Background: an optimization exercise with open tools, aiming at small area. Do not read the settings as production practice. The RTL was checked by simulation tests, not by an equivalence proof against the original design. No activity file was given, so power comes from the tool's default toggle rates.

## design/flow/flow/run.sh

```bash
#!/bin/bash
# Standard layout (the standard.sh: standard synthesis, floorplan, place,
# CTS, route) with two changes: ports are buffered with buf_1, and CTS uses
# clkbuf_4 only and inserts no dummy loads.
set -euo pipefail
export BUFFER_PORTS_ARGS="-buffer_cell sky130_fd_sc_hd__buf_1"
export CTS_ARGS="-sink_clustering_enable -repair_clock_nets -dont_use_dummy_load -buf_list sky130_fd_sc_hd__clkbuf_4 -root_buf sky130_fd_sc_hd__clkbuf_4"
bash standard.sh > standard.log 2>&1
```

## design/flow/standard.sh

```bash
#!/bin/bash
# synth_recipe.tcl (not shown) runs the flow's synth.tcl, then flattens the netlist and writes it again
# the make line also repeats each setting of config.mk as NAME=value (left out here)
make -C /OpenROAD-flow-scripts/flow DESIGN_CONFIG=/design/flow/config.mk WORK_HOME=/design/flow/orfs CLKGATE_MAP_FILE= SYNTH_SCRIPT=/design/flow/synth_recipe.tcl "${@:-finish}"
```

## design/flow/config.mk

```make
export PLATFORM = sky130hd
export DESIGN_NAME = top
export DESIGN_NICKNAME = top
export VERILOG_FILES = /design/flow/design.v
export SDC_FILE = /design/flow/constraint.sdc
export NUM_CORES = 4
export LEC_CHECK = 0
export CAP_MARGIN = 20
export CORE_MARGIN = 2
export CORE_UTILIZATION = 70
export SLEW_MARGIN = 20
```

## design/flow/constraint.sdc

```tcl
create_clock -name core_clock -period 10.0 [get_ports {clk}]
set_input_delay 2.0000 -clock core_clock [delete_from_list [all_inputs] [get_ports {clk}]]
set_output_delay 2.0000 -clock core_clock [all_outputs]
set_load 0.01 [all_outputs]
```

## design/flow/design.v

```verilog
`timescale 1ns/1ps
`default_nettype none
module top (
  input  wire clk,
  input  wire rst,
  input  wire I1, I2, I3, I4, I5,
  output reg  led,
  output wire O1, O2,
  output reg  O3,
  output wire O4,
  output reg  O5
);
  reg st0, st1n, sp0, sp1n, rs0, rs1n, ts0n, ts1, le0n, le1;
  always @(posedge clk) begin
    st0 <= ~rst & ~I1;  st1n <= rst | ~st0;
    sp0 <= ~rst & ~I2;  sp1n <= rst | ~sp0;
    rs0 <= ~rst & ~I3;  rs1n <= rst | ~rs0;
    ts0n <= rst | ~I4;  ts1 <= ~rst & ~ts0n;
    le0n <= rst | ~I5;  le1 <= ~rst & ~le0n;
  end
  reg  st_q;
  wire st_m = ~st1n ^ st_q;
  reg  [8:0] st_c;
  wire st_c_t = ((st_c ^ 9'h1fd) & 9'h1fd) == 9'h0;
  always @(posedge clk)
    if (rst | ~st_m | st_c_t) st_c <= 9'h1f0;
    else st_c <= {~st_c[7:0], ~(st_c[8] ^ st_c[3])};
  wire st_f = st_m & st_c_t;
  wire st_r = st_f & ~st_q;    
  always @(posedge clk) st_q <= ~rst & (st_q ^ st_f);
  reg  sp_q;
  wire sp_m = ~sp1n ^ sp_q;
  reg  [8:0] sp_c;
  wire sp_c_t = ((sp_c ^ 9'h1fd) & 9'h1fd) == 9'h0;
  always @(posedge clk)
    if (rst | ~sp_m | sp_c_t) sp_c <= 9'h1f0;
    else sp_c <= {~sp_c[7:0], ~(sp_c[8] ^ sp_c[3])};
  wire sp_f = sp_m & sp_c_t;
  wire sp_r = sp_f & ~sp_q;    
  always @(posedge clk) sp_q <= ~rst & (sp_q ^ sp_f);
  reg  rs_q;
  wire rs_m = ~rs1n ^ rs_q;
  reg  [8:0] rs_c;
  wire rs_c_t = ((rs_c ^ 9'h1fd) & 9'h1fd) == 9'h0;
  always @(posedge clk)
    if (rst | ~rs_m | rs_c_t) rs_c <= 9'h1f0;
    else rs_c <= {~rs_c[7:0], ~(rs_c[8] ^ rs_c[3])};
  wire rs_f = rs_m & rs_c_t;
  wire rs_r = rs_f & ~rs_q;    
  always @(posedge clk) rs_q <= ~rst & (rs_q ^ rs_f);
  reg  [21:0] tm;
  wire [21:0] tx = tm ^ 22'h2aaaaa;    
  wire tz0 = ~|(tx & 22'h1572ab);
  wire tz  = tz0 & ~|(tx & 22'ha8d54);
  wire tmc = tz0 & (((tx ^ 22'h2a8d54) & 22'h2a8954) == 22'h0);
  wire T   = tmc & (tx[10] == ts1);    
  wire tclr = rst | ~O4 | T;
  always @(posedge clk)
    if (tclr) tm <= 22'h2046d7;
    else tm <= {~tm[20:0], ~(tm[21] ^ tm[20]) ^ tz};
  reg nm1, nm2, cm1, cm2;
  wire hold = ~rs_r & ~sp_r;
  always @(posedge clk) begin
    nm1 <= ~rst & ((~nm1 & ~nm2 & st_r & ~rs_r) | (nm1 & hold & ~T) | (nm2 & hold & T));
    nm2 <= ~rst & ((nm1 & hold & T) | (nm2 & hold & ~T));
    cm1 <= ~rst & nm1;
    cm2 <= ~rst & nm2;
  end
  assign O1 = cm1;
  assign O2 = cm2;
  assign O4 = cm1 | cm2;
  reg  [15:0] d3;
  wire d3_t = ((d3 ^ 16'hfb75) & 16'hff75) == 16'h0;
  always @(posedge clk)
    if (rst | ~O4 | d3_t) d3 <= 16'h68e8;
    else d3 <= {~d3[14:0], ~(d3[15] ^ d3[8])};
  always @(posedge clk) O3 <= ~rst & O4 & (O3 ^ d3_t);
  reg  [14:0] d5;
  wire d5_t = ((d5 ^ 15'h55ff) & 15'h55ff) == 15'h0;
  always @(posedge clk)
    if (rst | d5_t) d5 <= 15'h362f;
    else d5 <= {~d5[13:0], d5[14] ^ d5[0]};
  always @(posedge clk) O5 <= ~rst & (O5 ^ d5_t);
  reg  [15:0] dl;
  wire dl_t = ((dl ^ 16'hfb75) & 16'hff75) == 16'h0;
  always @(posedge clk)
    if (rst | ~le1 | dl_t) dl <= 16'h68e8;
    else dl <= {~dl[14:0], ~(dl[15] ^ dl[8])};
  always @(posedge clk) led <= ~rst & le1 & (led ^ dl_t);
endmodule
`default_nettype wire
```

==> impl_metrics.toml <==
[synthesis]
yosys_most_used_dff = "dfxtp_1"
syn_inst = 327
syn_nets = 335
yosysUniqueCellTypes = 37
synth_top_area_cell = "dfxtp_1"
synth_warnings = 1
postSynthAreaPerCell_sq_um = 10.47
netlist_area_sq_mm = 0.003425
synth_top_area_share_pct = 67.81
ys_top_cells_by_area = "dfxtp_1 (68%), nor2_1 (7.5%), nand2_1 (5.5%)"
synth_enable_flop_cells = 0
yosysSeqAreaShare_pct = 67.81
synthArstFlopShare_pct = 0
ys_ff_latch = 116

[clock_tree]
cts_setup_buffers = 0
post_cts_resized = 0
clock_sinks = 116
cts_inserted_buffers = 17
clock_tree.root_cell = "clkbuf_4"
cts_tree = "done"
cts_htree_levels = 4
cts_hold_buf = 0
clock_latency_ps = 490
path_clk_slew_ps = 90
clock_path_buffers = 2

[drt]
avgRoutedWirePerCell_um = 11.62
num_vias = 2125
drc = 0
ant_nets = 0
first_pass_iters = 5
totalWireLength_um = 4846
via_per_inst = 5.096
initialDrtViolationCount = 52

[critical_path]
crit_fanout = 2
r2r-end = "tm[12]"
reg2reg_slack_ps = 8430
worstSetupPathType = "reg -> out"
reg2regPathDepth = 4
worstPathArrival_ps = 1240
cp.required_ps = 8000
end_kind = "primary output"
rr_startpoint = "tm[18]"
cp-start-kind = "register"

[grt]
grtUsageTotal_pct = 21.47
gr-total-overflow = 0
antenna_found_initial = 0
grt_start_max_net_pins = 34
grt_pass1_wl_um = 8576
grt_pass1_vias = 2076

[final_layout]
diodes = 0
layout_commonest_cell = "dfxtp_1"
layout.nets = 360
fin_cells = 417
area_delta_synth_final_pct = 6.869
final_cell_mix = "dfxtp_1 (116), nor2_1 (68), nand2_1 (50)"
layout-drive-gt1-share_pct = 7.714

[placement]
place.gp.congestion = 0.7943
dp.cells = 400
port-buffer-count = 12
dp_hpwl_um = 3447

[die]
die_w_um = 73.95
die_y_um = 73.95
core-area_sq_mm = 0.004723
ioPinCount = 13
rows = 25
die_area_sq_mm = 0.005468
start_util_pct = 72.50

[pwr]
power_frac_clock_pct = 29.8
p_leak_nw = 1.405
p_comb_share_pct = 1.7
vdd_drop_max_mv = 0.1382
switching_share_pct = 20.18
p_switching_w = 0.0001398
p_per_area_mw_per_mm2 = 189.3
p_seq_share_pct = 68.5
p_int_w = 0.0005531

[sta]
setup_violations = 0
relSlewSlack_pct = 63.73
period_share_pct = 32.43
rsz0062_at_grt = "false"
tightestPinTransition_ps = 539.0
slew_viol_final = 0
skew_ps = 33.33
period_minus_slack_ps = 3243
tns_ps = 0
hold_viol = 0
max_freq_mhz = 308.3

[job]
cap_violations = 0

[min_path]
min_path_cells = 1
hold_end = "tm[4]"
hp-start = "tm[3]"
hp-class = "reg -> reg"

[status]
run_status = "complete, no violations"
-- metal layers --
| metal | wire (um) | vias up | GRT usage (%) |
|---|---|---|---|
| li1 | - | 1126 | - |
| met1 | 2340 | 954 | 26.37 |
| met2 | 2195 | 32 | 30.95 |
| met3 | 221 | 13 | 10.16 |
| met4 | 88 | 0 | 12.53 |
| met5 | 0 | - | 0 |
-- power groups by stage --
stage               Clock, W  Sequential (W)  Combinational, W
CTS                 0.000215        0.000475         0.0000118
finish              0.000206        0.000475         0.0000116
global route        0.000231        0.000476         0.0000138
detailed placement         0        0.000486         0.0000118
global placement           0        0.000485         0.0000114
floorplan                  0        0.000484        0.00000898
-- how the worst max path moves through the flow --
| stage | startpoint | endpoint | slack [ps] | depth (start not counted) |
|---|---|---|---|---|
| finish | cm2 | O4 | 6760 | 2 |
| global route | cm2 | O4 | 6680 | 2 |
| CTS | cm2 | O4 | 6710 | 2 |
| detailed placement | rst | tm[16] | 6770 | 5 |
| global placement | rst | tm[14] | 6780 | 5 |
| floorplan | rst | d3[0] | 7140 | 5 |
-- worst max-delay path: stages, from the launching register on --
cell     delay (ps)
dfxtp_1         320
or2_2           310
buf_1           130
-- synthesized netlist by cell type (3+ instances only) --
cell type,count
and4b_1,3
nand2_1,50
nand3b_1,3
clkbuf_1,5
dfxtp_1,116
or2_2,4
nor2_1,68
nand2b_1,7
nand4_1,11
nand3_1,5
nor3_1,6
nor4_1,3
xor2_1,9
or3_1,4
xnor2_1,5
-- sequential cells by signal, summed over array words and instances, names as in the netlist, 9 cells and up --
name,cells
dl,16
st_c,9
tm,22
d3,16
d5,15
rs_c,9
sp_c,9
-- cells by family (layout without fill, tap and decap cells) --
group / Yosys count / in the layout / share of synthesized area (%)
AOI/OAI and AO/OA: 11 / 11 / 2.302
xor gates and xnor gates: 14 / 14 / 3.581
adders and majority gates: 1 / 1 / 0.3653
buffers and inverters: 8 / 31 / 0.9499
DFF: 116 / 116 / 67.81
and+or+nand+nor: 177 / 177 / 24.99
-- area by class of cell --
cell class	instances	area [sq um]
flip-flops and latches	116	2322
multi-input cells	203	1070
fillers	343	1064
clock buffers	17	127.6
well taps	67	83.83
repair buffers	13	52.55
inverters	1	3.754
-- through the flow --
stage / instance area [sq um] / util, % / worst slack [ps] / total power (W) / hold slack (ps)
CTS: 3660 / 77.48 / 6707 / 0.0007018 / 351.7
floorplan: 3425 / - / 7139 / 0.0004934 / 343.4
finish: 3660 / 77.48 / 6757 / 0.0006929 / 353.6
global route: 3660 / 77.48 / 6684 / 0.0007208 / 360.6
global placement: 3532 / 74.78 / 6780 / 0.0004968 / 349.4
detailed placement: 3532 / 74.78 / 6767 / 0.0004975 / 356.1

## afterwards: timing with drivers on the ports
The results above use ideal ports. As a check the final layout listed here was re-extracted and re-timed, cells and wires unchanged. Step 1 sets driving cells, clkbuf_16 on the clock port and buf_2 on the other inputs (assumed; they add their load-dependent delay and slew). Step 2 moves the port delays by t, midway between the first and last clock arrival at a register: inputs arrive t later, outputs are due t later. That takes back most of the time a late clock gives input paths. Three values: no drivers, after step 1, after step 2; two values: the first two.
t (ns): 0.497
setup slack, ns: 6.757 / 6.731 / 6.759
worst hold slack (ns): 0.354 / 0.354 / 0.354
clock arrival spread, ns: 0.034 / 0.033
worst slew at a driven data input, ns: 0.03
After both steps setup and hold are still met in this run. For this run, drivers alone change the setup slack by -0.026 ns; drivers and shift together by +0.002 ns.
